Context: an optimization exercise on an open-source flow, tuned for small area, a short achievable clock period and few clock cycles. The choices shown serve that exercise and are no tape-out recipe.

==> inputs of trial 35 <==
==> flow/design.v <==
module lab7(X,Y,z,clk,reset,start,done);
input [15:0]X;
input [15:0]Y;
output [47:0]z;
input clk,reset;
input start;
output reg done;
reg [15:0] a;
reg [15:0] b;
always @(posedge clk)
begin
	if (start)
	begin
		a <= X;
		b <= Y;
	end
	done <= start & ~reset;
end
genvar i, j;
generate
	for (i = 0; i < 4; i = i + 1) begin : row
		for (j = 0; j < 4; j = j + 1) begin : col
			wire a0 = a[4*i+0], a1 = a[4*i+1], a2 = a[4*i+2], a3 = a[4*i+3];
			wire b0 = b[j], b1 = b[4+j], b2 = b[8+j], b3 = b[12+j];
			wire u, v, no01, no23, x01, x23, w;
			lab7_nand4  g_u    (.a(a0), .b(b0), .c(a1), .d(b1), .y(u));
			lab7_nand4  g_v    (.a(a2), .b(b2), .c(a3), .d(b3), .y(v));
			lab7_a22oi  g_no01 (.a1(a0), .a2(b0), .b1(a1), .b2(b1), .y(no01));
			lab7_a22oi  g_no23 (.a1(a2), .a2(b2), .b1(a3), .b2(b3), .y(no23));
			lab7_nor2b  g_x01  (.a(no01), .bn(u), .y(x01));
			lab7_nor2b  g_x23  (.a(no23), .bn(v), .y(x23));
			lab7_o211ai g_w    (.a1(no01), .a2(no23), .b1(u), .c1(v), .y(w));
			lab7_xor2   g_s0   (.a(x01), .b(x23), .y(z[3*(4*i+j)+0]));
			lab7_o21a   g_s1   (.a1(u), .a2(v), .b1(w), .y(z[3*(4*i+j)+1]));
			lab7_nor2   g_s2   (.a(u), .b(v), .y(z[3*(4*i+j)+2]));
		end
	end
endgenerate
endmodule
module lab7_nand4(a, b, c, d, y);
input a, b, c, d;
output y;
assign y = ~(a & b & c & d);
endmodule
module lab7_a22oi(a1, a2, b1, b2, y);
input a1, a2, b1, b2;
output y;
assign y = ~((a1 & a2) | (b1 & b2));
endmodule
module lab7_nor2b(a, bn, y);
input a, bn;
output y;
assign y = ~a & bn;
endmodule
module lab7_o211ai(a1, a2, b1, c1, y);
input a1, a2, b1, c1;
output y;
assign y = ~((a1 | a2) & b1 & c1);
endmodule
module lab7_xor2(a, b, y);
input a, b;
output y;
assign y = a ^ b;
endmodule
module lab7_o21a(a1, a2, b1, y);
input a1, a2, b1;
output y;
assign y = (a1 | a2) & b1;
endmodule
module lab7_nor2(a, b, y);
input a, b;
output y;
assign y = ~(a | b);
endmodule
==> flow/flow/run.sh <==
#!/bin/bash
# Standard layout, but with small buffers on the ports instead of the
# delay buffer that buffer_ports picks by default.
set -euo pipefail
export BUFFER_PORTS_ARGS="-buffer_cell sky130_fd_sc_hd__buf_1"
bash standard.sh > standard_flow.log 2>&1
==> flow/standard.sh <==
#!/bin/bash
# synth_recipe.tcl (not shown) runs the flow's synth.tcl, then flattens the netlist and writes it again
# the make line also repeats each setting of config.mk as NAME=value (left out here)
make -C /OpenROAD-flow-scripts/flow DESIGN_CONFIG=/design/flow/config.mk WORK_HOME=/design/flow/orfs CLKGATE_MAP_FILE= SYNTH_SCRIPT=/design/flow/synth_recipe.tcl "${@:-finish}"
==> flow/config.mk <==
export PLATFORM = sky130hd
export DESIGN_NAME = lab7
export DESIGN_NICKNAME = lab7
export VERILOG_FILES = /design/flow/design.v
export SDC_FILE = /design/flow/constraint.sdc
export NUM_CORES = 4
export LEC_CHECK = 0
export CAP_MARGIN = 20
export CORE_MARGIN = 2
export CORE_UTILIZATION = 40
export SLEW_MARGIN = 20
export SYNTH_HIERARCHICAL = 1
export SYNTH_MINIMUM_KEEP_SIZE = 0
==> flow/constraint.sdc <==
create_clock -name core_clock -period 4.0 [get_ports {clk}]
set_input_delay 0.8000 -clock core_clock [delete_from_list [all_inputs] [get_ports {clk}]]
set_output_delay 0.8000 -clock core_clock [all_outputs]
set_load 0.01 [all_outputs]
==> trial 5 (differences from trial 35) <==
==> flow/design.v (replaced) <==
module lab7(X,Y,z,clk,reset,start,done);
input [15:0]X;
input [15:0]Y;
output [47:0]z;
input clk,reset;
input start;
output reg done;
reg [15:0] a;
reg [15:0] b;
always @(posedge clk)
begin
	if (start)
	begin
		a <= X;
		b <= Y;
	end
	done <= start & ~reset;
end
genvar i, j;
generate
	for (i = 0; i < 4; i = i + 1) begin : row
		for (j = 0; j < 4; j = j + 1) begin : col
			wire a0 = a[4*i+0], a1 = a[4*i+1], a2 = a[4*i+2], a3 = a[4*i+3];
			wire b0 = b[j], b1 = b[4+j], b2 = b[8+j], b3 = b[12+j];
			wire u    = ~(a0 & b0 & a1 & b1);
			wire v    = ~(a2 & b2 & a3 & b3);
			wire no01 = ~((a0 & b0) | (a1 & b1));
			wire no23 = ~((a2 & b2) | (a3 & b3));
			wire x01  = ~no01 & u;
			wire x23  = ~no23 & v;
			wire w    = ~((no01 | no23) & u & v);
			assign z[3*(4*i+j)+0] = x01 ^ x23;
			assign z[3*(4*i+j)+1] = (u | v) & w;
			assign z[3*(4*i+j)+2] = ~(u | v);
		end
	end
endgenerate
endmodule
- SETUP_SLACK_MARGIN: default -> 2.0
- SYNTH_HIERARCHICAL: 1 -> default
- SYNTH_MINIMUM_KEEP_SIZE: 0 -> default
==> impl_metrics.prom <==
# TYPE chip_impl_metric gauge
chip_impl_info{name="status",value="timing/DRC/antenna clean"} 1
chip_impl_metric{name="tightest_slew",unit="ns"} 0.8135
chip_impl_metric{name="fin_crit",unit="ns"} 2.439
chip_impl_metric{name="drtIter0Drc",unit=""} 185
chip_impl_metric{name="synth_cell_type_count",unit=""} 18
chip_impl_metric{name="fraction_of_layout_cells_with_a_size_suffix_above_1",unit="%"} 48.43
chip_impl_metric{name="met3_length",unit="um"} 557
chip_impl_metric{name="path_buf_inv",unit=""} 3
chip_impl_metric{name="place.detailed.instances",unit=""} 396
chip_impl_metric{name="cts.repair.resized",unit=""} 99
# the run above: trial 5

==> impl_metrics.prom <==
# TYPE chip_impl_metric gauge
chip_impl_metric{name="tightest_slew",unit="ns"} 0.8254
chip_impl_metric{name="synth_cell_type_count",unit=""} 9
chip_impl_metric{name="fraction_of_layout_cells_with_a_size_suffix_above_1",unit="%"} 31.58
chip_impl_metric{name="path_buf_inv",unit=""} 1
chip_impl_metric{name="place.detailed.instances",unit=""} 354
chip_impl_info{name="status",value="timing/DRC/antenna clean"} 1
chip_impl_metric{name="fin_crit",unit="ns"} 2.508
chip_impl_metric{name="drtIter0Drc",unit=""} 47
chip_impl_metric{name="cts.repair.resized",unit=""} 0
chip_impl_metric{name="met3_length",unit="um"} 279
# the run above: trial 35

Function was not checked in any run of this note: the RTL went through the layout flow alone.

separate check: timing with driven ports:
How much do the figures lean on ideal ports? The routed layouts below were timed once more, with nothing changed but the port constraints. Step 1: set_driving_cell puts a clkbuf_16 on clk and a buf_2 on each other input, an assumption about the parent block. Step 2 moves the port delays by t, midway between the first and last clock arrival at a register: inputs arrive t later, outputs are due t later. That takes back most of the time a late clock gives input paths. Three values: no drivers, after step 1, after step 2; two values: the first two.
| run | shift t [ns] | setup slack, ns | clock arrival spread, ns | pins driven straight from the clock port |
|---|---|---|---|---|
| trial 35 | 0.304 | 1.492 / 1.470 / 1.774 | 0.007 / 0.006 | 1 |
| trial 5 | 0.312 | 1.561 / 1.534 / 1.846 | 0.009 / 0.010 | 1 |
After both steps every run listed still meets setup and hold.
